This design comes from an exercise in tuning for small area, a short achievable clock period and few clock cycles on the open sky130 flow, not from production work. The clock input has no modelled driver; a real chip could not lean on it and would need a root buffer or a full tree. Power figures rest on the tool's default switching activity, not on a simulated workload.

wip/yarrow:
## ni_apb_bridge
module ni_apb_bridge (
    input         clk,
    input         resetn,
    input  [15:0] i_flit,
    input         enable,
    output [15:0] o_flit,
    output        ready,
    output        valid_out,
    input  [31:0] prdata,
    input         pready,
    input         pslverr,
    output [13:0] paddr,
    output        psel,
    output        penable,
    output        pwrite,
    output [31:0] pwdata
);
  localparam [2:0] RX_IDLE = 3'b000, RX_B0 = 3'b001, RX_B1 = 3'b011, RX_B2 = 3'b010,
                   RX_B3 = 3'b110, RX_TL = 3'b111;
  localparam [2:0] BT_HD = 3'b000, BT_F1 = 3'b001, BT_F2 = 3'b011, BT_F3 = 3'b010,
                   BT_TL = 3'b110;
  reg [15:0] h_q, t_q, o_q;    
  reg [31:0] pw_q;             
  reg        e_q;              
  reg        rdy_q, psel_q, pen_q, vld_q;
  reg [2:0]  rx_q;
  reg        infl_q;           
  reg        pend_q;           
  reg [2:0]  bt_q;
  wire take   = rdy_q & enable;
  wire xend   = pen_q & pready;
  wire ofree  = ~vld_q | (bt_q == BT_TL);
  wire start  = (xend | pend_q) & ofree;
  wire [31:0] rd_perm = {prdata[1:0], prdata[31:18], prdata[17:2]};
  wire [31:0] wr_flit = {i_flit[2:1], i_flit[15:1], i_flit[15:1]};
  wire [31:0] pw_d    = pen_q ? rd_perm : wr_flit;
  wire ld0 = xend | (rx_q == RX_B0);
  wire ld1 = xend | (rx_q == RX_B1);
  wire ld2 = xend | (rx_q == RX_B2);
  always @(posedge clk) begin
    if (!resetn) begin
      rdy_q  <= 1'b1;
      rx_q   <= RX_IDLE;
      infl_q <= 1'b0;
      psel_q <= 1'b0;
      pen_q  <= 1'b0;
      pend_q <= 1'b0;
      vld_q  <= 1'b0;
    end else begin
      case (rx_q)
        RX_IDLE: if (take) rx_q <= RX_B0;
        RX_B0:   rx_q <= RX_B1;
        RX_B1:   rx_q <= RX_B2;
        RX_B2:   rx_q <= RX_B3;
        RX_B3:   rx_q <= RX_TL;
        default: rx_q <= RX_IDLE;
      endcase
      if (take) infl_q <= 1'b1;
      else if (start) infl_q <= 1'b0;
      rdy_q <= ~take & (rx_q == RX_IDLE || rx_q == RX_TL) & (~infl_q | start);
      if ((rx_q == RX_B0 && !i_flit[1]) || (rx_q == RX_B2 && pw_q[0])) psel_q <= 1'b1;
      else if (xend) psel_q <= 1'b0;
      pen_q  <= psel_q & ~xend;
      pend_q <= (xend | pend_q) & ~start;
      if (start) vld_q <= 1'b1;
      else if (bt_q == BT_TL) vld_q <= 1'b0;
    end
  end
  always @(posedge clk) begin
  ...
For scale: roughly 310 cells after synthesis, roughly 93 flip-flops, roughly 120 I/O pins.
Settings: LEC_CHECK=0, CAP_MARGIN=20, CORE_MARGIN=2, CORE_UTILIZATION=50, SETUP_SLACK_MARGIN=2.8, SLEW_MARGIN=20; clock period 5.0 ns.
standard.sh (not shown) runs the stock make flow with config.mk's settings and CLKGATE_MAP_FILE= SYNTH_SCRIPT=/design/flow/synth_recipe.tcl, a recipe that flattens the netlist after the stock synthesis.
==> flow/flow/run.sh <==
#!/bin/bash
# The standard layout, with the port buffers made from sky130_fd_sc_hd__buf_1
# (buffer_ports otherwise picks clkdlybuf4s50_1, a slow delay cell).
set -euo pipefail
export BUFFER_PORTS_ARGS="-buffer_cell sky130_fd_sc_hd__buf_1"
bash standard.sh finish > standard_flow.log 2>&1
The flow did not stop early for wip/yarrow: all stages ran, and the layout cleared the timing, DRC and antenna checks.
## Diff of input files: wip/harbor against wip/yarrow
- a change of SETUP_SLACK_MARGIN from 2.8 to 3.0
- a change of CORE_UTILIZATION from 50 to 60
Results
Summary of wip/harbor over wip/yarrow: growth of design area from synthesis to finish neither gained nor lost much; post-route clock period utilization saw a decrease; fraction of standard cell area that is sequential has remained practically unchanged. Going from wip/yarrow to wip/harbor, combinational share of power shows an increase of 2.2 points; final-layout clock-cell area share went down; final design instance area without fill comparable. wip/yarrow vs wip/harbor, master of the slowest instance on the critical path: sky130_fd_sc_hd__dfxtp_2 vs sky130_fd_sc_hd__edfxtp_1.
#### Input delta (wip/maple over wip/harbor)
- SETUP_SLACK_MARGIN: 3.0 -> 3.2
- CORE_UTILIZATION: 60 -> 50
==> flow/flow/run.sh <==
#!/bin/bash
# The standard layout, except:
#  - the port buffers are sky130_fd_sc_hd__buf_1 (buffer_ports otherwise
#    picks clkdlybuf4s50_1, a slow delay cell);
#  - the clock tree is three clkbuf_16 fed from the clock port, each driving
#    a third of the flip-flops (see mantree.tcl), in place of TritonCTS's
#    two-level H-tree.
set -euo pipefail
export BUFFER_PORTS_ARGS="-buffer_cell sky130_fd_sc_hd__buf_1"
export PRE_CTS_TCL="$PWD/flow/pre_cts.tcl"
bash standard.sh finish > standard_flow.log 2>&1
==> flow/flow/mantree.tcl (new file) <==
# Clock tree of NB clkbuf_16 buffers, each driving a slice of the flip-flops
# (sorted by x), all fed straight from the clock port.
proc manual_clock_tree { nb } {
  set block [ord::get_db_block]
  set clknet [$block findNet clk]
  set master [[ord::get_db] findMaster sky130_fd_sc_hd__clkbuf_16]
  set sinks {}
  foreach it [$clknet getITerms] {
    set inst [$it getInst]
    set bb [$inst getBBox]
    lappend sinks [list [expr {([$bb xMin] + [$bb xMax]) / 2}] [expr {([$bb yMin] + [$bb yMax]) / 2}] $it]
  }
  set sinks [lsort -integer -index 0 $sinks]
  set n [llength $sinks]
  for {set b 0} {$b < $nb} {incr b} {
    set lo [expr {$b * $n / $nb}]
    set hi [expr {($b + 1) * $n / $nb - 1}]
    set grp [lrange $sinks $lo $hi]
    set sx 0; set sy 0
    foreach s $grp { incr sx [lindex $s 0]; incr sy [lindex $s 1] }
    set cx [expr {$sx / [llength $grp]}]
    set cy [expr {$sy / [llength $grp]}]
    set inst [odb::dbInst_create $block $master clkman_$b]
    set net [odb::dbNet_create $block clkman_net_$b]
    $net setSigType CLOCK
    [$inst findITerm A] connect $clknet
    [$inst findITerm X] connect $net
    foreach s $grp {
      set it [lindex $s 2]
      $it disconnect
      $it connect $net
    }
    $inst setLocation $cx $cy
    $inst setPlacementStatus PLACED
  }
}
==> flow/flow/pre_cts.tcl (new file) <==
# Sourced by ORFS's cts.tcl before clock tree synthesis (PRE_CTS_TCL): build
# the clock tree by hand instead, as a few clkbuf_16 fed from the clock port.
source [file join [file dirname [info script]] mantree.tcl]
rename clock_tree_synthesis orfs_clock_tree_synthesis
proc clock_tree_synthesis { args } {
  manual_clock_tree 3
  set_propagated_clock [all_clocks]
}
### Flow results
- Power: wip/maple lower than wip/harbor
- Sequential portion of the cell area: wip/maple < wip/harbor
- | wire length on met2 | lower: wip/maple |
- On first-iteration DRC count, wip/harbor loses to wip/maple.
- [compare] base=wip/harbor new=wip/maple: width of the chip climbed about 9%, shortest period the worst path allows dropped 0.18 ns, die area climbed 19%.
- wip/maple vs. wip/harbor: register-to-register slack +0.11 ns, final non-filler cell area +2.0%.
No run of this note included a check of the RTL's function; only the layout flow was run. The clock cells of wip/maple come from the design's own scripts or RTL, not from TritonCTS.

[port drivers added, routing unchanged]
Ports are ideal in the flow. The routed layouts listed here were re-timed in OpenROAD.
Step 1 assumes that a clkbuf_16 drives the clock port and a buf_2 every other input.
Step 2 moves the port delays by t, midway between the first and last clock arrival at a register: inputs arrive t later, outputs are due t later. That takes back most of the time a late clock gives input paths.
Three values: ideal ports, drivers, drivers and shift; two values: the first two.
run	t, ns	setup WS [ns]	latest minus earliest clock arrival (ns)
wip/yarrow	0.383	2.888 / 2.857 / 2.659	0.014 / 0.014
wip/harbor	0.384	3.013 / 2.984 / 2.754	0.010 / 0.010
wip/maple	0.230	3.189 / 3.146 / 2.988	0.008 / 0.008
After both steps every run listed still meets setup and hold. The setup slack of wip/harbor, which loses most, moves by -0.029 ns with the drivers and by -0.259 ns with both steps.
